This design comes from an exercise in tuning for small area and a short achievable clock period on the open sky130 flow, not from production work. No functional check of the RTL was part of any run shown here. No run shown here takes its clock network from TritonCTS; it comes from the design's own scripts or RTL. The clock port is modelled as an ideal driver, which makes a skipped or thinned clock tree look cheaper than it is; a real chip needs a root buffer or a tree. No activity file was given, so power comes from the tool's default toggle rates.

## flow/design.v (module list and top-level ports; edited modules follow where they fit)
// module adder_top: 31 lines
// module Adder: 736 lines
// module AdderPgN: 4 lines
// module AdderHalf: 3 lines
// module AdderHalfN: 3 lines
// module AdderXor: 3 lines
// module AdderBlackP: 4 lines
// module AdderGreyP: 3 lines
// module AdderBlackN: 4 lines
// module AdderGreyN: 3 lines
// module AdderInv: 3 lines
module adder_top (
    input         clk,
    input  [63:0] a,
    input  [63:0] b,
    input         cin,
    output [63:0] sum,
    output        cout
);
  // ...
==> flow/flow/run.sh <==
#!/bin/bash
# Layout: the standard ORFS flow (standard.sh) with these changes:
#  - after floorplanning, flow/downsize.tcl sets every logic gate to its
#    smallest drive strength (timing repair later upsizes what it needs);
#  - the input and output ports are buffered by buf_1 (buffer_ports -buffer_cell),
#    and after clock tree synthesis flow/outbuf.tcl makes the output ones stronger;
#  - after clock tree synthesis, flow/clocktree.tcl replaces the clock tree with
#    a two-level one (see its header); timing repair then runs after global
#    routing, on the new tree.
# make's full output goes to flow_make.log; each ORFS step logs to orfs/logs/.
set -euo pipefail
here=$(pwd)
# clock tree cells (read by flow/clocktree.tcl)
export CT_IN_ROOTS=3 CT_IN_LEAVES=9 CT_OUT_LEAVES=4
export CT_IN_CELL=sky130_fd_sc_hd__clkbuf_16
export CT_IN_LEAF_CELL=sky130_fd_sc_hd__clkbuf_16
export CT_MID_CELL=sky130_fd_sc_hd__clkbuf_2
export CT_OUT_CELL=sky130_fd_sc_hd__clkbuf_16
# output port buffer (read by flow/outbuf.tcl)
export OUT_PORT_BUF=sky130_fd_sc_hd__buf_2
bash standard.sh \
  BUFFER_PORTS_ARGS="-buffer_cell sky130_fd_sc_hd__buf_1" \
  POST_FLOORPLAN_TCL="$here/flow/downsize.tcl" \
  SKIP_CTS_REPAIR_TIMING=1 \
  POST_CTS_TCL="$here/flow/post_cts.tcl" \
  finish > flow_make.log 2>&1
==> flow/flow/clocktree.tcl <==
proc ct_env { name default } {
  if { [info exists ::env($name)] && $::env($name) ne "" } { return $::env($name) }
  return $default
}
set in_roots   [ct_env CT_IN_ROOTS 3]
set in_leaves  [ct_env CT_IN_LEAVES 9]
set in_cell    [ct_env CT_IN_CELL sky130_fd_sc_hd__clkbuf_16]
set in_leaf_cell [ct_env CT_IN_LEAF_CELL sky130_fd_sc_hd__clkbuf_16]
set mid_cell   [ct_env CT_MID_CELL sky130_fd_sc_hd__clkbuf_8]
set out_leaves [ct_env CT_OUT_LEAVES 4]
set out_cell   [ct_env CT_OUT_CELL sky130_fd_sc_hd__clkbuf_16]

# signal (or clock) input and output pins, leaving out the supply pins
proc ct_in { it } {
  set mt [$it getMTerm]
  return [expr { [$mt getSigType] in {SIGNAL CLOCK} && [$mt getIoType] eq "INPUT" }]
}
proc ct_out { it } {
  set mt [$it getMTerm]
  return [expr { [$mt getSigType] in {SIGNAL CLOCK} && [$mt getIoType] eq "OUTPUT" }]
}

set db [ord::get_db]
set block [ord::get_db_block]
set clk_net [[$block findBTerm clk] getNet]

# Walk the clock network: registers' clock pins are sinks; everything else on
# it (CTS buffers and its dummy loads) is removed.
set sinks {}
set old_insts {}
set old_nets {}
set todo [list $clk_net]
while { [llength $todo] } {
  set net [lindex $todo 0]
  set todo [lrange $todo 1 end]
  foreach it [$net getITerms] {
    if { ![ct_in $it] } { continue }
    set inst [$it getInst]
    set m [[$inst getMaster] getName]
    if { [string match "*df*" $m] } {
      lappend sinks $it
      continue
    }
    if { ![string match "*buf*" $m] && ![string match "*inv*" $m] } {
      error "unexpected cell $m ([$inst getName]) on the clock network"
    }
    if { [lsearch -exact $old_insts $inst] >= 0 } { continue }
    lappend old_insts $inst
    foreach ot [$inst getITerms] {
      if { [ct_out $ot] && [$ot getNet] ne "NULL" } {
        if { [string match "*inv*" $m] && [llength [[$ot getNet] getITerms]] > 1 } {
          error "inverter [$inst getName] drives a clock net"
        }
        lappend todo [$ot getNet]
        lappend old_nets [$ot getNet]
      }
    }
  }
}
puts "clocktree: [llength $sinks] register clock pins, removing [llength $old_insts] cells and [llength $old_nets] nets"
foreach it $sinks { $it disconnect }
foreach inst $old_insts { odb::dbInst_destroy $inst }
foreach net $old_nets { odb::dbNet_destroy $net }

proc ct_center { it } {
  set b [[$it getInst] getBBox]
  return [list [expr { ([$b xMin] + [$b xMax]) / 2 }] [expr { ([$b yMin] + [$b yMax]) / 2 }]]
}

# k-means clustering of clock pins by position, into k groups of similar size
proc ct_cluster { iterms k } {
  set pts {}
  foreach it $iterms { lappend pts [ct_center $it] }
  set n [llength $pts]
  # start from points spread along a sort by angle around the centroid
  set cx 0; set cy 0
  foreach p $pts { set cx [expr { $cx + [lindex $p 0] }]; set cy [expr { $cy + [lindex $p 1] }] }
  set cx [expr { double($cx) / $n }]; set cy [expr { double($cy) / $n }]
  set order {}
  set i 0
  foreach p $pts {
    lappend order [list $i [expr { atan2([lindex $p 1] - $cy, [lindex $p 0] - $cx) }]]
    incr i
  }
  set order [lsort -real -index 1 $order]
  set cap [expr { int(ceil(double($n) / $k)) }]
  set assign [lrepeat $n 0]
  set i 0
  foreach o $order {
    lset assign [lindex $o 0] [expr { $i / $cap }]
    incr i
  }
  for { set iter 0 } { $iter < 20 } { incr iter } {
    set sx [lrepeat $k 0.0]; set sy [lrepeat $k 0.0]; set sn [lrepeat $k 0]
    for { set i 0 } { $i < $n } { incr i } {
      set c [lindex $assign $i]
      lset sx $c [expr { [lindex $sx $c] + [lindex $pts $i 0] }]
      lset sy $c [expr { [lindex $sy $c] + [lindex $pts $i 1] }]
      lset sn $c [expr { [lindex $sn $c] + 1 }]
    }
    set cent {}
    for { set c 0 } { $c < $k } { incr c } {
      set m [expr { max(1, [lindex $sn $c]) }]
      lappend cent [list [expr { [lindex $sx $c] / $m }] [expr { [lindex $sy $c] / $m }]]
    }
    # balanced assignment: points in order of their best distance, capped per cluster
    set cand {}
    for { set i 0 } { $i < $n } { incr i } {
      for { set c 0 } { $c < $k } { incr c } {
        set d [expr { abs([lindex $pts $i 0] - [lindex $cent $c 0]) + abs([lindex $pts $i 1] - [lindex $cent $c 1]) }]
        lappend cand [list $i $c $d]
      }
    }
    set cand [lsort -real -index 2 $cand]
    set done [lrepeat $n 0]
    set cnt [lrepeat $k 0]
    foreach e $cand {
      lassign $e i c d
      if { [lindex $done $i] || [lindex $cnt $c] >= $cap } { continue }
      lset assign $i $c
      lset done $i 1
      lset cnt $c [expr { [lindex $cnt $c] + 1 }]
    }
  }
  set groups {}
  for { set c 0 } { $c < $k } { incr c } { lappend groups {} }
  for { set i 0 } { $i < $n } { incr i } {
    set c [lindex $assign $i]
    lset groups $c [concat [lindex $groups $c] [list [lindex $iterms $i]]]
  }
  return $groups
}

set ::ct_count 0
# a buffer of master cell driving a new net, placed at (x, y), input on net in_net
proc ct_buffer { cell in_net x y } {
  set db [ord::get_db]
  set block [ord::get_db_block]
  set master [$db findMaster $cell]
  if { $master eq "NULL" } { error "no cell $cell" }
  set inst [odb::dbInst_create $block $master "clktree_buf_$::ct_count"]
  set ::ct_last_inst $inst
  set net [odb::dbNet_create $block "clktree_net_$::ct_count"]
  incr ::ct_count
  $net setSigType CLOCK
  set w [$master getWidth]
  set h [$master getHeight]
  $inst setLocation [expr { int($x - $w / 2) }] [expr { int($y - $h / 2) }]
  $inst setPlacementStatus PLACED
  foreach it [$inst getITerms] {
    if { [ct_in $it] } { $it connect $in_net }
    if { [ct_out $it] } { $it connect $net }
  }
  return $net
}

proc ct_centroid { iterms } {
  set sx 0; set sy 0
  foreach it $iterms {
    lassign [ct_center $it] x y
    set sx [expr { $sx + $x }]; set sy [expr { $sy + $y }]
  }
  set n [llength $iterms]
  return [list [expr { $sx / $n }] [expr { $sy / $n }]]
}

set in_sinks {}
set out_sinks {}
foreach it $sinks {
  set n [[$it getInst] getName]
  if { [string match "sum_q*" $n] || [string match "cout_q*" $n] } {
    lappend out_sinks $it
  } else {
    lappend in_sinks $it
  }
}

# leaf buffers on clusters of registers; their input pins, clustered again, go
# to the root buffers.  Returns the leaf buffers' input pins.
proc ct_leaves { regs nleaves cell what } {
  set pins {}
  foreach g [ct_cluster $regs $nleaves] {
    lassign [ct_centroid $g] x y
    set net [odb::dbNet_create [ord::get_db_block] "clktree_tmp_$::ct_count"]
    set leafnet [ct_buffer $cell $net $x $y]
    foreach it $g { $it connect $leafnet }
    set inst $::ct_last_inst
    foreach it [$inst getITerms] {
      if { [ct_in $it] } { lappend pins $it }
    }
    puts "clocktree: $cell at ([expr {$x/1000.0}], [expr {$y/1000.0}]) drives [llength $g] $what registers"
  }
  return $pins
}
proc ct_drive { pins cell in_net } {
  lassign [ct_centroid $pins] x y
  set net [ct_buffer $cell $in_net $x $y]
  foreach it $pins {
    set old [$it getNet]
    $it disconnect
    if { $old ne "NULL" && [llength [$old getITerms]] == 0 } { odb::dbNet_destroy $old }
    $it connect $net
  }
  puts "clocktree: $cell at ([expr {$x/1000.0}], [expr {$y/1000.0}]) drives [llength $pins] buffers"
  return $net
}

set in_leaf_pins [ct_leaves $in_sinks $in_leaves $in_leaf_cell operand]
foreach g [ct_cluster $in_leaf_pins $in_roots] {
  ct_drive $g $in_cell $clk_net
}
set out_leaf_pins [ct_leaves $out_sinks $out_leaves $out_cell result]
ct_drive $out_leaf_pins $mid_cell $clk_net

global_connect
detailed_placement
check_placement -verbose
estimate_parasitics -placement
report_clock_skew
report_clock_latency
report_checks -path_delay max -digits 3
report_checks -path_delay max -to [all_outputs] -digits 3
report_worst_slack -max
report_worst_slack -min
==> flow/flow/downsize.tcl <==
# POST_FLOORPLAN hook: synthesis maps each small helper module of the adder
# once, at whatever drive strength ABC picks, and every instance inherits it.
# Start all logic gates from the smallest drive strength of their kind
# instead; timing repair after placement and routing upsizes the ones on
# critical paths.  Registers and tie cells are left alone.
set db [ord::get_db]
set ds_count 0
foreach inst [[ord::get_db_block] getInsts] {
  set m [[$inst getMaster] getName]
  if { ![regexp {^(sky130_fd_sc_hd__(?:a21oi|o21ai|nand2|nor2|nand2b|nor2b|xor2|xnor2|inv|and2|or2|a21o|o21a|a21boi|o21bai))_([0-9]+)$} $m -> base size] } { continue }
  if { $size == 1 } { continue }
  set small [$db findMaster "${base}_1"]
  if { $small eq "NULL" } { continue }
  $inst swapMaster $small
  incr ds_count
}
puts "downsize: $ds_count logic gates set to drive strength 1"
==> flow/flow/outbuf.tcl <==
# Give the output ports a stronger buffer than the one buffer_ports put on
# every port (OUT_PORT_BUF, default buf_2): the path from the result
# registers to the outputs is one of the critical ones.
set ob_cell [expr { [info exists ::env(OUT_PORT_BUF)] ? $::env(OUT_PORT_BUF) : "sky130_fd_sc_hd__buf_2" }]
set ob_master [[ord::get_db] findMaster $ob_cell]
if { $ob_master eq "NULL" } { error "no cell $ob_cell" }
set ob_count 0
foreach bt [[ord::get_db_block] getBTerms] {
  if { [$bt getIoType] ne "OUTPUT" } { continue }
  set net [$bt getNet]
  foreach it [$net getITerms] {
    if { [[$it getMTerm] getIoType] ne "OUTPUT" } { continue }
    set inst [$it getInst]
    if { [string match "sky130_fd_sc_hd__buf_*" [[$inst getMaster] getName]] } {
      $inst swapMaster $ob_master
      incr ob_count
    }
  }
}
puts "outbuf: $ob_count output port buffers are now $ob_cell"
==> flow/flow/post_cts.tcl <==
# POST_CTS hook: stronger output port buffers, then the clock tree.
set post_cts_dir [file dirname [info script]]
source [file join $post_cts_dir outbuf.tcl]
source [file join $post_cts_dir clocktree.tcl]
==> flow/standard.sh <==
#!/bin/bash
# synth_recipe.tcl (not shown) runs the flow's synth.tcl, then flattens the netlist and writes it again
# the make line also repeats each setting of config.mk as NAME=value (left out here)
make -C /OpenROAD-flow-scripts/flow DESIGN_CONFIG=/design/flow/config.mk WORK_HOME=/design/flow/orfs CLKGATE_MAP_FILE= SYNTH_SCRIPT=/design/flow/synth_recipe.tcl "${@:-finish}"
==> flow/config.mk <==
export PLATFORM = sky130hd
export DESIGN_NAME = adder_top
export DESIGN_NICKNAME = adder_top
export VERILOG_FILES = /design/flow/design.v
export SDC_FILE = /design/flow/constraint.sdc
export NUM_CORES = 4
export LEC_CHECK = 0
export ABC_CLOCK_PERIOD_IN_PS = 1500
export CAP_MARGIN = 20
export CORE_MARGIN = 2
export CORE_UTILIZATION = 40
export PLACE_DENSITY = 0.6
export SETUP_SLACK_MARGIN = 1.4
export SLEW_MARGIN = 20
export SYNTH_HIERARCHICAL = 1
==> flow/constraint.sdc <==
create_clock -name core_clock -period 3.1 [get_ports {clk}]
set_input_delay 0.6200 -clock core_clock [delete_from_list [all_inputs] [get_ports {clk}]]
set_output_delay 0.6200 -clock core_clock [all_outputs]
set_load 0.01 [all_outputs]
==> qor.yml, run 1 <==
dp_hpwl_microns: 12200
wl_met2_microns: 7960
highest_layer: "met4"
setup_viol: 0
cpPeakStageDelay_ns: 0.36
start_kind: "flop"
routed_wl_microns: 16800
hold_start: "b_q[23]"
diodes: 0
met3_usage_pct: 3.64
peakVddDrop_mv: 0.386
ys_top_cells_by_count: "194 x dfxtp_1, 120 x nor2_1, 110 x nand2_1"
die_h_microns: 142
synthAdderAreaFrac_pct: 0
insertion_delay_ns: 0.56
synthCells: 786
layout_commonest_cell: "dfxtp_1"
place.gp.congestion: 0.764
syn-mean-instance-area_sq_um: 9.64
ys_warn_count: 7
start_util_pct: 40.6
r2r_slack_ns: 1.43
power.switching_uw: 1600
crit_type: "reg -> out"
synth_edf_count: 0
worstRegToRegCells: 9
path_buf_inv: 1
grt_pass1_vias: 5279
drt-met1-wl_microns: 7300
hold_viol_final: 0
min_period_ns: 1.68
power_clock_uw: 1770
synth_top_cell_area_share_pct: 51.3
rsz0062_at_grt: "yes"
status: "finished clean"
critPathCaptureType: "output port"
preCtsSetupSlack_ns: 0.445
min_path_type: "reg -> reg"
grt_pass1_wl_microns: 25000
grt_antenna_before_repair: 0
synth.cell_area_sq_um: 7580
placed_cell_area_sq_um: 7830
nFlopsAndLatches: 194
inverters: 61
==> inputs of run 2 (changes only) <==
--- a/flow/design.v
+++ b/flow/design.v
@@ -341,16 +341,18 @@
 wire g2_64, p2_64;
 AdderBlackP bp150 (.gi(g1_64), .pi(p1_64), .gj(g1_62), .pj(p1_62), .gn(g2_64), .pn(p2_64));
 wire inv_io_cin;
 AdderInv iv151 (.a(io_cin), .y(inv_io_cin));
 wire g3_4;
 AdderGreyN gn152 (.gin(g2_4), .pin(p2_4), .gjn(inv_io_cin), .g(g3_4));
 wire g3_4_d1;
 AdderGreyN gn152_d1 (.gin(g2_4), .pin(p2_4), .gjn(inv_io_cin), .g(g3_4_d1));
+wire g3_4_d2;
+AdderGreyN gn152_d2 (.gin(g2_4), .pin(p2_4), .gjn(inv_io_cin), .g(g3_4_d2));
 wire g3_8, p3_8;
 AdderBlackN bn153 (.gin(g2_8), .pin(p2_8), .gjn(g2_4), .pjn(p2_4), .g(g3_8), .p(p3_8));
 wire g3_12, p3_12;
 AdderBlackN bn154 (.gin(g2_12), .pin(p2_12), .gjn(g2_8), .pjn(p2_8), .g(g3_12), .p(p3_12));
 wire g3_16, p3_16;
 AdderBlackN bn155 (.gin(g2_16), .pin(p2_16), .gjn(g2_12), .pjn(p2_12), .g(g3_16), .p(p3_16));
 wire g3_20, p3_20;
 AdderBlackN bn156 (.gin(g2_20), .pin(p2_20), .gjn(g2_16), .pjn(p2_16), .g(g3_20), .p(p3_20));
@@ -443,124 +445,140 @@
 wire g5_56, p5_56;
 AdderBlackN bn194 (.gin(g4_56), .pin(p4_56), .gjn(g4_40), .pjn(p4_40), .g(g5_56), .p(p5_56));
 wire g5_60, p5_60;
 AdderBlackN bn195 (.gin(g4_60), .pin(p4_60), .gjn(g4_44), .pjn(p4_44), .g(g5_60), .p(p5_60));
 wire g5_64, p5_64;
 AdderBlackN bn196 (.gin(g4_64), .pin(p4_64), .gjn(g4_48), .pjn(p4_48), .g(g5_64), .p(p5_64));
 wire g6_32;
 AdderGreyP gp197 (.gi(g5_32), .pi(p5_32), .gj(io_cin), .gn(g6_32));
+wire g6_32_d1;
+AdderGreyP gp197_d1 (.gi(g5_32), .pi(p5_32), .gj(io_cin), .gn(g6_32_d1));
 wire g6_36;
 AdderGreyP gp198 (.gi(g5_36), .pi(p5_36), .gj(g3_4), .gn(g6_36));
+wire g6_36_d1;
+AdderGreyP gp198_d1 (.gi(g5_36), .pi(p5_36), .gj(g3_4), .gn(g6_36_d1));
 wire inv_g4_8;
 AdderInv iv199 (.a(g4_8), .y(inv_g4_8));
 wire g6_40;
 AdderGreyP gp200 (.gi(g5_40), .pi(p5_40), .gj(inv_g4_8), .gn(g6_40));
+wire g6_40_d1;
+AdderGreyP gp200_d1 (.gi(g5_40), .pi(p5_40), .gj(inv_g4_8), .gn(g6_40_d1));
 wire inv_g4_12;
 AdderInv iv201 (.a(g4_12), .y(inv_g4_12));
 wire g6_44;
 AdderGreyP gp202 (.gi(g5_44), .pi(p5_44), .gj(inv_g4_12), .gn(g6_44));
+wire g6_44_d1;
+AdderGreyP gp202_d1 (.gi(g5_44), .pi(p5_44), .gj(inv_g4_12), .gn(g6_44_d1));
 wire g6_48;
 AdderGreyP gp203 (.gi(g5_48), .pi(p5_48), .gj(g5_16), .gn(g6_48));
+wire g6_48_d1;
+AdderGreyP gp203_d1 (.gi(g5_48), .pi(p5_48), .gj(g5_16), .gn(g6_48_d1));
 wire g6_52;
 AdderGreyP gp204 (.gi(g5_52), .pi(p5_52), .gj(g5_20), .gn(g6_52));
+wire g6_52_d1;
+AdderGreyP gp204_d1 (.gi(g5_52), .pi(p5_52), .gj(g5_20), .gn(g6_52_d1));
 wire g6_56;
 AdderGreyP gp205 (.gi(g5_56), .pi(p5_56), .gj(g5_24), .gn(g6_56));
+wire g6_56_d1;
+AdderGreyP gp205_d1 (.gi(g5_56), .pi(p5_56), .gj(g5_24), .gn(g6_56_d1));
 wire g6_60;
 AdderGreyP gp206 (.gi(g5_60), .pi(p5_60), .gj(g5_28), .gn(g6_60));
+wire g6_60_d1;
+AdderGreyP gp206_d1 (.gi(g5_60), .pi(p5_60), .gj(g5_28), .gn(g6_60_d1));
 wire g6_64, p6_64;
 AdderBlackP bp207 (.gi(g5_64), .pi(p5_64), .gj(g5_32), .pj(p5_32), .gn(g6_64), .pn(p6_64));
 wire g7_64;
 AdderGreyN gn208 (.gin(g6_64), .pin(p6_64), .gjn(inv_io_cin), .g(g7_64));
 wire g8_1;
 AdderGreyN gn209 (.gin(gn0_0), .pin(pn0_0), .gjn(inv_io_cin), .g(g8_1));
 wire g8_2;
 AdderGreyP gp210 (.gi(g1_2), .pi(p1_2), .gj(io_cin), .gn(g8_2));
 wire g8_3;
 AdderGreyN gn211 (.gin(g2_3), .pin(p2_3), .gjn(inv_io_cin), .g(g8_3));
 wire inv_gn0_4;
 AdderInv iv212 (.a(gn0_4), .y(inv_gn0_4));
 wire g8_5;
-AdderGreyP gp213 (.gi(inv_gn0_4), .pi(x[4]), .gj(g3_4), .gn(g8_5));
+AdderGreyP gp213 (.gi(inv_gn0_4), .pi(x[4]), .gj(g3_4_d1), .gn(g8_5));
 wire g8_6;
 AdderGreyP gp214 (.gi(g1_6), .pi(p1_6), .gj(g3_4_d1), .gn(g8_6));
 wire inv_g2_7;
 AdderInv iv215 (.a(g2_7), .y(inv_g2_7));
 wire inv_p2_7;
 AdderInv iv216 (.a(p2_7), .y(inv_p2_7));
 wire g8_7;
 AdderGreyP gp217 (.gi(inv_g2_7), .pi(inv_p2_7), .gj(g3_4_d1), .gn(g8_7));
 wire g8_9;
 AdderGreyN gn218 (.gin(gn0_8), .pin(pn0_8), .gjn(g4_8), .g(g8_9));
 wire inv_g1_10;
 AdderInv iv219 (.a(g1_10), .y(inv_g1_10));
 wire inv_p1_10;
 AdderInv iv220 (.a(p1_10), .y(inv_p1_10));
 wire g8_10;
-AdderGreyN gn221 (.gin(inv_g1_10), .pin(inv_p1_10), .gjn(g4_8), .g(g8_10));
+AdderGreyN gn221 (.gin(inv_g1_10), .pin(inv_p1_10), .gjn(g4_8_d1), .g(g8_10));
 wire g8_11;
 AdderGreyN gn222 (.gin(g2_11), .pin(p2_11), .gjn(g4_8_d1), .g(g8_11));
 wire g8_13;
 AdderGreyN gn223 (.gin(gn0_12), .pin(pn0_12), .gjn(g4_12), .g(g8_13));
 wire inv_g1_14;
 AdderInv iv224 (.a(g1_14), .y(inv_g1_14));
 wire inv_p1_14;
 AdderInv iv225 (.a(p1_14), .y(inv_p1_14));
 wire g8_14;
-AdderGreyN gn226 (.gin(inv_g1_14), .pin(inv_p1_14), .gjn(g4_12), .g(g8_14));
+AdderGreyN gn226 (.gin(inv_g1_14), .pin(inv_p1_14), .gjn(g4_12_d1), .g(g8_14));
 wire g8_15;
 AdderGreyN gn227 (.gin(g2_15), .pin(p2_15), .gjn(g4_12_d1), .g(g8_15));
 wire inv_gn0_16;
 AdderInv iv228 (.a(gn0_16), .y(inv_gn0_16));
 wire g8_17;
 AdderGreyP gp229 (.gi(inv_gn0_16), .pi(x[16]), .gj(g5_16), .gn(g8_17));
 wire g8_18;
 AdderGreyP gp230 (.gi(g1_18), .pi(p1_18), .gj(g5_16), .gn(g8_18));
 wire inv_g2_19;
 AdderInv iv231 (.a(g2_19), .y(inv_g2_19));
 wire inv_p2_19;
 AdderInv iv232 (.a(p2_19), .y(inv_p2_19));
 wire g8_19;
-AdderGreyP gp233 (.gi(inv_g2_19), .pi(inv_p2_19), .gj(g5_16), .gn(g8_19));
+AdderGreyP gp233 (.gi(inv_g2_19), .pi(inv_p2_19), .gj(g5_16_d1), .gn(g8_19));
 wire inv_gn0_20;
 AdderInv iv234 (.a(gn0_20), .y(inv_gn0_20));
 wire g8_21;
 AdderGreyP gp235 (.gi(inv_gn0_20), .pi(x[20]), .gj(g5_20), .gn(g8_21));
 wire g8_22;
 AdderGreyP gp236 (.gi(g1_22), .pi(p1_22), .gj(g5_20), .gn(g8_22));
 wire inv_g2_23;
 AdderInv iv237 (.a(g2_23), .y(inv_g2_23));
 wire inv_p2_23;
 AdderInv iv238 (.a(p2_23), .y(inv_p2_23));
 wire g8_23;
-AdderGreyP gp239 (.gi(inv_g2_23), .pi(inv_p2_23), .gj(g5_20), .gn(g8_23));
+AdderGreyP gp239 (.gi(inv_g2_23), .pi(inv_p2_23), .gj(g5_20_d1), .gn(g8_23));
 wire inv_gn0_24;
 AdderInv iv240 (.a(gn0_24), .y(inv_gn0_24));
 wire g8_25;
 AdderGreyP gp241 (.gi(inv_gn0_24), .pi(x[24]), .gj(g5_24), .gn(g8_25));
 wire g8_26;
 AdderGreyP gp242 (.gi(g1_26), .pi(p1_26), .gj(g5_24), .gn(g8_26));
 wire inv_g2_27;
 AdderInv iv243 (.a(g2_27), .y(inv_g2_27));
 wire inv_p2_27;
 AdderInv iv244 (.a(p2_27), .y(inv_p2_27));
 wire g8_27;
-AdderGreyP gp245 (.gi(inv_g2_27), .pi(inv_p2_27), .gj(g5_24), .gn(g8_27));
+AdderGreyP gp245 (.gi(inv_g2_27), .pi(inv_p2_27), .gj(g5_24_d1), .gn(g8_27));
 wire inv_gn0_28;
 AdderInv iv246 (.a(gn0_28), .y(inv_gn0_28));
 wire g8_29;
 AdderGreyP gp247 (.gi(inv_gn0_28), .pi(x[28]), .gj(g5_28), .gn(g8_29));
 wire g8_30;
 AdderGreyP gp248 (.gi(g1_30), .pi(p1_30), .gj(g5_28), .gn(g8_30));
 wire inv_g2_31;
 AdderInv iv249 (.a(g2_31), .y(inv_g2_31));
 wire inv_p2_31;
 AdderInv iv250 (.a(p2_31), .y(inv_p2_31));
 wire g8_31;
-AdderGreyP gp251 (.gi(inv_g2_31), .pi(inv_p2_31), .gj(g5_28), .gn(g8_31));
+AdderGreyP gp251 (.gi(inv_g2_31), .pi(inv_p2_31), .gj(g5_28_d1), .gn(g8_31));
 wire g8_33;
 AdderGreyN gn252 (.gin(gn0_32), .pin(pn0_32), .gjn(g6_32), .g(g8_33));
 wire inv_g1_34;
 AdderInv iv253 (.a(g1_34), .y(inv_g1_34));
 wire inv_p1_34;
 AdderInv iv254 (.a(p1_34), .y(inv_p1_34));
 wire g8_34;
 AdderGreyN gn255 (.gin(inv_g1_34), .pin(inv_p1_34), .gjn(g6_32), .g(g8_34));
@@ -640,17 +658,17 @@
 AdderXor sx293 (.a(x[0]), .b(io_cin), .y(io_sum[0]));
 AdderHalf hx294 (.gn(gn0_1), .pn(pn0_1), .x(x[1]));
 AdderXor sx295 (.a(x[1]), .b(g8_1), .y(io_sum[1]));
 AdderHalfN hx296 (.gn(gn0_2), .pn(pn0_2), .xn(x[2]));
 AdderXor sx297 (.a(x[2]), .b(g8_2), .y(io_sum[2]));
 AdderHalf hx298 (.gn(gn0_3), .pn(pn0_3), .x(x[3]));
 AdderXor sx299 (.a(x[3]), .b(g8_3), .y(io_sum[3]));
 AdderHalf hx300 (.gn(gn0_4), .pn(pn0_4), .x(x[4]));
-AdderXor sx301 (.a(x[4]), .b(g3_4_d1), .y(io_sum[4]));
+AdderXor sx301 (.a(x[4]), .b(g3_4_d2), .y(io_sum[4]));
 AdderHalfN hx302 (.gn(gn0_5), .pn(pn0_5), .xn(x[5]));
 AdderXor sx303 (.a(x[5]), .b(g8_5), .y(io_sum[5]));
 AdderHalfN hx304 (.gn(gn0_6), .pn(pn0_6), .xn(x[6]));
 AdderXor sx305 (.a(x[6]), .b(g8_6), .y(io_sum[6]));
 AdderHalfN hx306 (.gn(gn0_7), .pn(pn0_7), .xn(x[7]));
 AdderXor sx307 (.a(x[7]), .b(g8_7), .y(io_sum[7]));
 AdderHalfN hx308 (.gn(gn0_8), .pn(pn0_8), .xn(x[8]));
 AdderXor sx309 (.a(x[8]), .b(g4_8_d1), .y(io_sum[8]));
@@ -696,73 +714,73 @@
 AdderXor sx349 (.a(x[28]), .b(g5_28_d1), .y(io_sum[28]));
 AdderHalfN hx350 (.gn(gn0_29), .pn(pn0_29), .xn(x[29]));
 AdderXor sx351 (.a(x[29]), .b(g8_29), .y(io_sum[29]));
 AdderHalfN hx352 (.gn(gn0_30), .pn(pn0_30), .xn(x[30]));
 AdderXor sx353 (.a(x[30]), .b(g8_30), .y(io_sum[30]));
 AdderHalfN hx354 (.gn(gn0_31), .pn(pn0_31), .xn(x[31]));
 AdderXor sx355 (.a(x[31]), .b(g8_31), .y(io_sum[31]));
 AdderHalfN hx356 (.gn(gn0_32), .pn(pn0_32), .xn(x[32]));
-AdderXor sx357 (.a(x[32]), .b(g6_32), .y(io_sum[32]));
+AdderXor sx357 (.a(x[32]), .b(g6_32_d1), .y(io_sum[32]));
 AdderHalf hx358 (.gn(gn0_33), .pn(pn0_33), .x(x[33]));
 AdderXor sx359 (.a(x[33]), .b(g8_33), .y(io_sum[33]));
 AdderHalf hx360 (.gn(gn0_34), .pn(pn0_34), .x(x[34]));
 AdderXor sx361 (.a(x[34]), .b(g8_34), .y(io_sum[34]));
 AdderHalf hx362 (.gn(gn0_35), .pn(pn0_35), .x(x[35]));
 AdderXor sx363 (.a(x[35]), .b(g8_35), .y(io_sum[35]));
 AdderHalfN hx364 (.gn(gn0_36), .pn(pn0_36), .xn(x[36]));
-AdderXor sx365 (.a(x[36]), .b(g6_36), .y(io_sum[36]));
+AdderXor sx365 (.a(x[36]), .b(g6_36_d1), .y(io_sum[36]));
 AdderHalf hx366 (.gn(gn0_37), .pn(pn0_37), .x(x[37]));
 AdderXor sx367 (.a(x[37]), .b(g8_37), .y(io_sum[37]));
 AdderHalf hx368 (.gn(gn0_38), .pn(pn0_38), .x(x[38]));
 AdderXor sx369 (.a(x[38]), .b(g8_38), .y(io_sum[38]));
 AdderHalf hx370 (.gn(gn0_39), .pn(pn0_39), .x(x[39]));
 AdderXor sx371 (.a(x[39]), .b(g8_39), .y(io_sum[39]));
 AdderHalfN hx372 (.gn(gn0_40), .pn(pn0_40), .xn(x[40]));
-AdderXor sx373 (.a(x[40]), .b(g6_40), .y(io_sum[40]));
+AdderXor sx373 (.a(x[40]), .b(g6_40_d1), .y(io_sum[40]));
 AdderHalf hx374 (.gn(gn0_41), .pn(pn0_41), .x(x[41]));
 AdderXor sx375 (.a(x[41]), .b(g8_41), .y(io_sum[41]));
 AdderHalf hx376 (.gn(gn0_42), .pn(pn0_42), .x(x[42]));
 AdderXor sx377 (.a(x[42]), .b(g8_42), .y(io_sum[42]));
 AdderHalf hx378 (.gn(gn0_43), .pn(pn0_43), .x(x[43]));
 AdderXor sx379 (.a(x[43]), .b(g8_43), .y(io_sum[43]));
 AdderHalfN hx380 (.gn(gn0_44), .pn(pn0_44), .xn(x[44]));
-AdderXor sx381 (.a(x[44]), .b(g6_44), .y(io_sum[44]));
+AdderXor sx381 (.a(x[44]), .b(g6_44_d1), .y(io_sum[44]));
 AdderHalf hx382 (.gn(gn0_45), .pn(pn0_45), .x(x[45]));
 AdderXor sx383 (.a(x[45]), .b(g8_45), .y(io_sum[45]));
 AdderHalf hx384 (.gn(gn0_46), .pn(pn0_46), .x(x[46]));
 AdderXor sx385 (.a(x[46]), .b(g8_46), .y(io_sum[46]));
 AdderHalf hx386 (.gn(gn0_47), .pn(pn0_47), .x(x[47]));
 AdderXor sx387 (.a(x[47]), .b(g8_47), .y(io_sum[47]));
 AdderHalfN hx388 (.gn(gn0_48), .pn(pn0_48), .xn(x[48]));
-AdderXor sx389 (.a(x[48]), .b(g6_48), .y(io_sum[48]));
+AdderXor sx389 (.a(x[48]), .b(g6_48_d1), .y(io_sum[48]));
 AdderHalf hx390 (.gn(gn0_49), .pn(pn0_49), .x(x[49]));
 AdderXor sx391 (.a(x[49]), .b(g8_49), .y(io_sum[49]));
 AdderHalf hx392 (.gn(gn0_50), .pn(pn0_50), .x(x[50]));
 AdderXor sx393 (.a(x[50]), .b(g8_50), .y(io_sum[50]));
 AdderHalf hx394 (.gn(gn0_51), .pn(pn0_51), .x(x[51]));
 AdderXor sx395 (.a(x[51]), .b(g8_51), .y(io_sum[51]));
 AdderHalfN hx396 (.gn(gn0_52), .pn(pn0_52), .xn(x[52]));
-AdderXor sx397 (.a(x[52]), .b(g6_52), .y(io_sum[52]));
+AdderXor sx397 (.a(x[52]), .b(g6_52_d1), .y(io_sum[52]));
 AdderHalf hx398 (.gn(gn0_53), .pn(pn0_53), .x(x[53]));
 AdderXor sx399 (.a(x[53]), .b(g8_53), .y(io_sum[53]));
 AdderHalf hx400 (.gn(gn0_54), .pn(pn0_54), .x(x[54]));
 AdderXor sx401 (.a(x[54]), .b(g8_54), .y(io_sum[54]));
 AdderHalf hx402 (.gn(gn0_55), .pn(pn0_55), .x(x[55]));
 AdderXor sx403 (.a(x[55]), .b(g8_55), .y(io_sum[55]));
 AdderHalfN hx404 (.gn(gn0_56), .pn(pn0_56), .xn(x[56]));
-AdderXor sx405 (.a(x[56]), .b(g6_56), .y(io_sum[56]));
+AdderXor sx405 (.a(x[56]), .b(g6_56_d1), .y(io_sum[56]));
 AdderHalf hx406 (.gn(gn0_57), .pn(pn0_57), .x(x[57]));
 AdderXor sx407 (.a(x[57]), .b(g8_57), .y(io_sum[57]));
 AdderHalf hx408 (.gn(gn0_58), .pn(pn0_58), .x(x[58]));
 AdderXor sx409 (.a(x[58]), .b(g8_58), .y(io_sum[58]));
 AdderHalf hx410 (.gn(gn0_59), .pn(pn0_59), .x(x[59]));
 AdderXor sx411 (.a(x[59]), .b(g8_59), .y(io_sum[59]));
 AdderHalfN hx412 (.gn(gn0_60), .pn(pn0_60), .xn(x[60]));
-AdderXor sx413 (.a(x[60]), .b(g6_60), .y(io_sum[60]));
+AdderXor sx413 (.a(x[60]), .b(g6_60_d1), .y(io_sum[60]));
 AdderHalf hx414 (.gn(gn0_61), .pn(pn0_61), .x(x[61]));
 AdderXor sx415 (.a(x[61]), .b(g8_61), .y(io_sum[61]));
 AdderHalf hx416 (.gn(gn0_62), .pn(pn0_62), .x(x[62]));
 AdderXor sx417 (.a(x[62]), .b(g8_62), .y(io_sum[62]));
 AdderHalf hx418 (.gn(gn0_63), .pn(pn0_63), .x(x[63]));
 AdderXor sx419 (.a(x[63]), .b(g8_63), .y(io_sum[63]));
 assign io_cout = g7_64;
 endmodule
==> qor.yml, run 2 <==
synth.area.top_cells: "dfxtp_1 51%, a21oi_2 9.4%, xor2_1 7.3%, nor2b_4 6.8%, o21ai_2 6.4%"  # was dfxtp_1 51%, a21oi_2 8.6%, xor2_1 7.4%, nor2b_4 6.9%, o21ai_2 6.5%
synthCells: 795  # was 786
rows: 50  # unchanged
syn-mean-instance-area_sq_um: 9.62  # was 9.64 sq um
cts.sinks: 194  # unchanged
setup_viol: 0  # unchanged
fin_nets: 1147  # was 1,145
ys_warn_count: 7  # unchanged
pwr-share-clk_pct: 30.9  # was 30.8%
chipWidth_microns: 142  # about the same
synthArstFlopShare_pct: 0  # unchanged
reg_top3: "a_q x64, b_q x64, sum_q x64"  # unchanged
intPower_uw: 4120  # was 4140 uW
p_total_uw: 5720  # was 5740 uW
grt_usage_pct: 15.8  # was 15.9%
synth.most_common_cell: "dfxtp_1"  # unchanged
critPathCaptureType: "flop"  # was output port
grt.overflow.total: 0  # unchanged
switching_share_pct: 28.0  # was 27.9%
leakage_uw: 0.00388  # was 0.00392 uW
timing.setup.tns_ns: 0  # unchanged
routed_wl_microns: 16900  # was 16,800 microns
finClkSkew_ns: 0.283  # was 0.280 ns
drt_iter0_markers: 183  # was 194
grt_max_degree: 18  # unchanged
rsz0062_at_grt: "yes"  # unchanged
coreArea_sq_um: 18800  # was 18,600 sq um
min_period_over_period_pct: 53.9  # was 54.1%
start_kind: "flop"  # unchanged
grt_pass1_wl_microns: 24900  # was 25,000 microns
seq_area_frac_synth_pct: 50.8  # was 51.3%
pwr-share-seq_pct: 49.9  # was 50.1%
synth_top_cell_area_share_pct: 50.8  # was 51.3%
status: "finished clean"  # unchanged
power_frac_comb_pct: 19.2  # was 19.1%
post_drt_wl_per_cell_microns: 13.6  # was 13.4 microns
cp_slowest_cell: "dfxtp_1"  # unchanged
synth_cell_types: 10  # unchanged
synth_ff_type: "dfxtp_1"  # unchanged
required_ns: 3.58  # was 2.48 ns
port_buffers: 194  # unchanged
io_pins: 195  # unchanged
final_cell_mix: "188 x dfxtp_1, 129 x buf_1, 101 x nand2_1"  # was 186 x dfxtp_1, 129 x buf_1, 100 x nand2_1
place.gp.congestion: 0.800  # was 0.764
grt_pass1_vias: 5209  # was 5,279
cpPeakStageDelay_ns: 0.36  # about the same
start_util_pct: 40.8  # was 40.6%
cts.reportedPaths.clkPinSlew_ns: 0.08  # was 0.09 ns
drv_cap: 0  # unchanged
yosys_register_bits: 194  # unchanged
power.switching_uw: 1600  # about the same
ys_top_cells_by_count: "194 x dfxtp_1, 120 x nor2_1, 110 x nand2_1"  # unchanged
synth_edf_count: 0  # unchanged
synth.cell_area_sq_um: 7650  # was 7580 sq um
fillers: 1815  # was 1,781
drive_gt1_share_pct: 20.3  # was 22.2%
slew_headroom_pct: 71.7  # was 77.2%
peakVddDrop_mv: 0.469  # was 0.386 mV
hold_viol_final: 0  # unchanged
ant_nets: 0  # unchanged
diodes: 0  # unchanged
critical_path_arrival_ns: 2.15  # was 1.06 ns
dp_hpwl_microns: 12700  # was 12,200 microns
fmax_mhz: 599  # was 596 MHz
min_period_ns: 1.67  # was 1.68 ns
min_path_type: "reg -> reg"  # unchanged
avgViaCountPerCell: 4.53  # was 4.49
die_area_sq_um: 20300  # was 20,100 sq um
yosysTopAreaCell: "dfxtp_1"  # unchanged
crit_fanout: 3  # was 1
die_h_microns: 142  # about the same
vias: 5664  # was 5,597
crit_type: "reg -> reg"  # was reg -> out
worst_slew_pin_slew_ns: 0.425  # was 0.342 ns
drcViolationCount: 0  # unchanged
crit_top_cell: "nor2_2"
insertion_delay_ns: 0.55  # was 0.56 ns
first_pass_iters: 4  # unchanged
grt_antenna_before_repair: 0  # unchanged
slew_violations: 0  # unchanged
p_per_area_nw_per_um2: 637  # was 632 nW/um^2
layout_commonest_cell: "dfxtp_1"  # unchanged
syn_nets: 925  # was 916
path_cells: "nor2_2 > nor2_1 > nand2_2 > nor2_4 > nand2_1 > nor2_2 > a21oi_4 > o21ai_1 > xor2_1"  # was buf_2
syn_to_final_growth_pct: 17.4  # was 19.9%
==> run 2: through the flow <==
stage / hold slack, ns / cell area (sq um) / utilization (%) / std cells / setup slack (ns)
2_1_floorplan: 0.560 / 7760 / - / 795 / 1.36
3_3_place_gp: 0.556 / 7880 / 42.0 / 1224 / 0.658
3_5_place_dp: 0.563 / 7880 / 42.0 / 1224 / 0.565
5_1_grt: 0.315 / 8990 / 47.9 / 1249 / 1.36
6_report: 0.289 / 8990 / 47.9 / 1249 / 1.43
==> run 2: worst paths after layout <==
check        cells past startpoint   endpoint  slack (ns)  startpoint
max                              9  sum_q[33]        1.43     a_q[13]
min                              3  sum_q[27]        0.29     b_q[27]
max reg2reg                      9  sum_q[33]        1.43     a_q[13]
min reg2reg                      3  sum_q[27]        0.29     b_q[27]
==> run 2: routing by layer <==
layer | vias up | track usage (%) | share of wire [%] | wire length, microns
met5 | - | 0 | 0 | 0
li1 | 2976 | - | - | -
met1 | 2505 | 19.6 | 44 | 7370
met4 | 0 | 6.04 | 2.8 | 474
met3 | 29 | 4.58 | 6.9 | 1160
met2 | 154 | 25.9 | 47 | 7930
==> run 2: kinds of logic after synthesis <==
| family | count (synthesis) | share of synthesized area [%] |
|---|---|---|
| xor gates and xnor gates | 64 | 7.33 |
| AOI/OAI and AO/OA | 182 | 18.7 |
| DFF | 194 | 50.8 |
| buffers and inverters | 61 | 2.99 |
| and+or+nand+nor | 294 | 20.2 |
==> run 2: power groups by stage <==
| stage | Sequential (uW) | Combinational [uW] | Clock (uW) |
|---|---|---|---|
| 2_1_floorplan | 3000 | 651 | 0 |
| 3_3_place_gp | 2910 | 889 | 0 |
| 3_5_place_dp | 2910 | 894 | 0 |
| 5_1_grt | 2880 | 1210 | 1940 |
| 6_report | 2860 | 1100 | 1770 |
==> run 2: modules after synthesis, one instance, submodules excluded, a selection <==
module,flip-flops and latches,cell area [sq um],times used
AdderXor,0,8.76,64
AdderGreyN,0,5.00,44
AdderHalfN,0,6.26,26
AdderGreyP,0,8.76,36
AdderHalf,0,13.8,38
AdderBlackN,0,12.5,56
AdderPgN,0,7.51,64
AdderInv,0,3.75,61
adder_top,194,3880,1
AdderBlackP,0,12.5,46
==> run 2: critical path, delay by kind of cell (launching register included) <==
| kind | cells | cell delay [ns] |
|---|---|---|
| AOI/OAI and AO/OA | 2 | 0.28 |
| xor gates and xnor gates | 1 | 0.18 |
| DFF | 1 | 0.36 |
| and+or+nand+nor | 6 | 1.04 |
==> run 2: final cells by class <==
cell class                 count  area (sq um)  area share, %
buffer                        17           405           4.51
inverter                      61           229           2.55
multi-input combinational    540          3290           36.6
sequential                   194          3890           43.3
tap                          234           293           3.26
timing repair buffer         203           882           9.82

-- what the ideal ports hide --
The results above use ideal ports. As a check the final layouts listed here were re-extracted and re-timed, cells and wires unchanged. Step 1 sets driving cells, clkbuf_16 on the clock port and buf_2 on the other inputs (assumed; they add their load-dependent delay and slew). Step 2 times the ports against the registers' clock, not the clock port: input delays grow and output delays shrink by t, the midpoint of the rising clock arrivals with the driver on. a / b / c = ideal / step 1 / step 2; a / b = the first two.
run	t, ns	setup WS [ns]	latest minus earliest clock arrival (ns)	worst data-port slew with drivers (ns)	pins driven straight from the clock port
run 1	0.497	1.422 / 1.340 / 1.425	0.281 / 0.281	0.05	4
run 2	0.487	1.431 / 1.386 / 1.430	0.283 / 0.283	0.05	4
After both steps setup and hold are still met in every run listed. The setup slack of run 2, which loses most, moves by -0.045 ns with the drivers and by -0.001 ns with both steps.
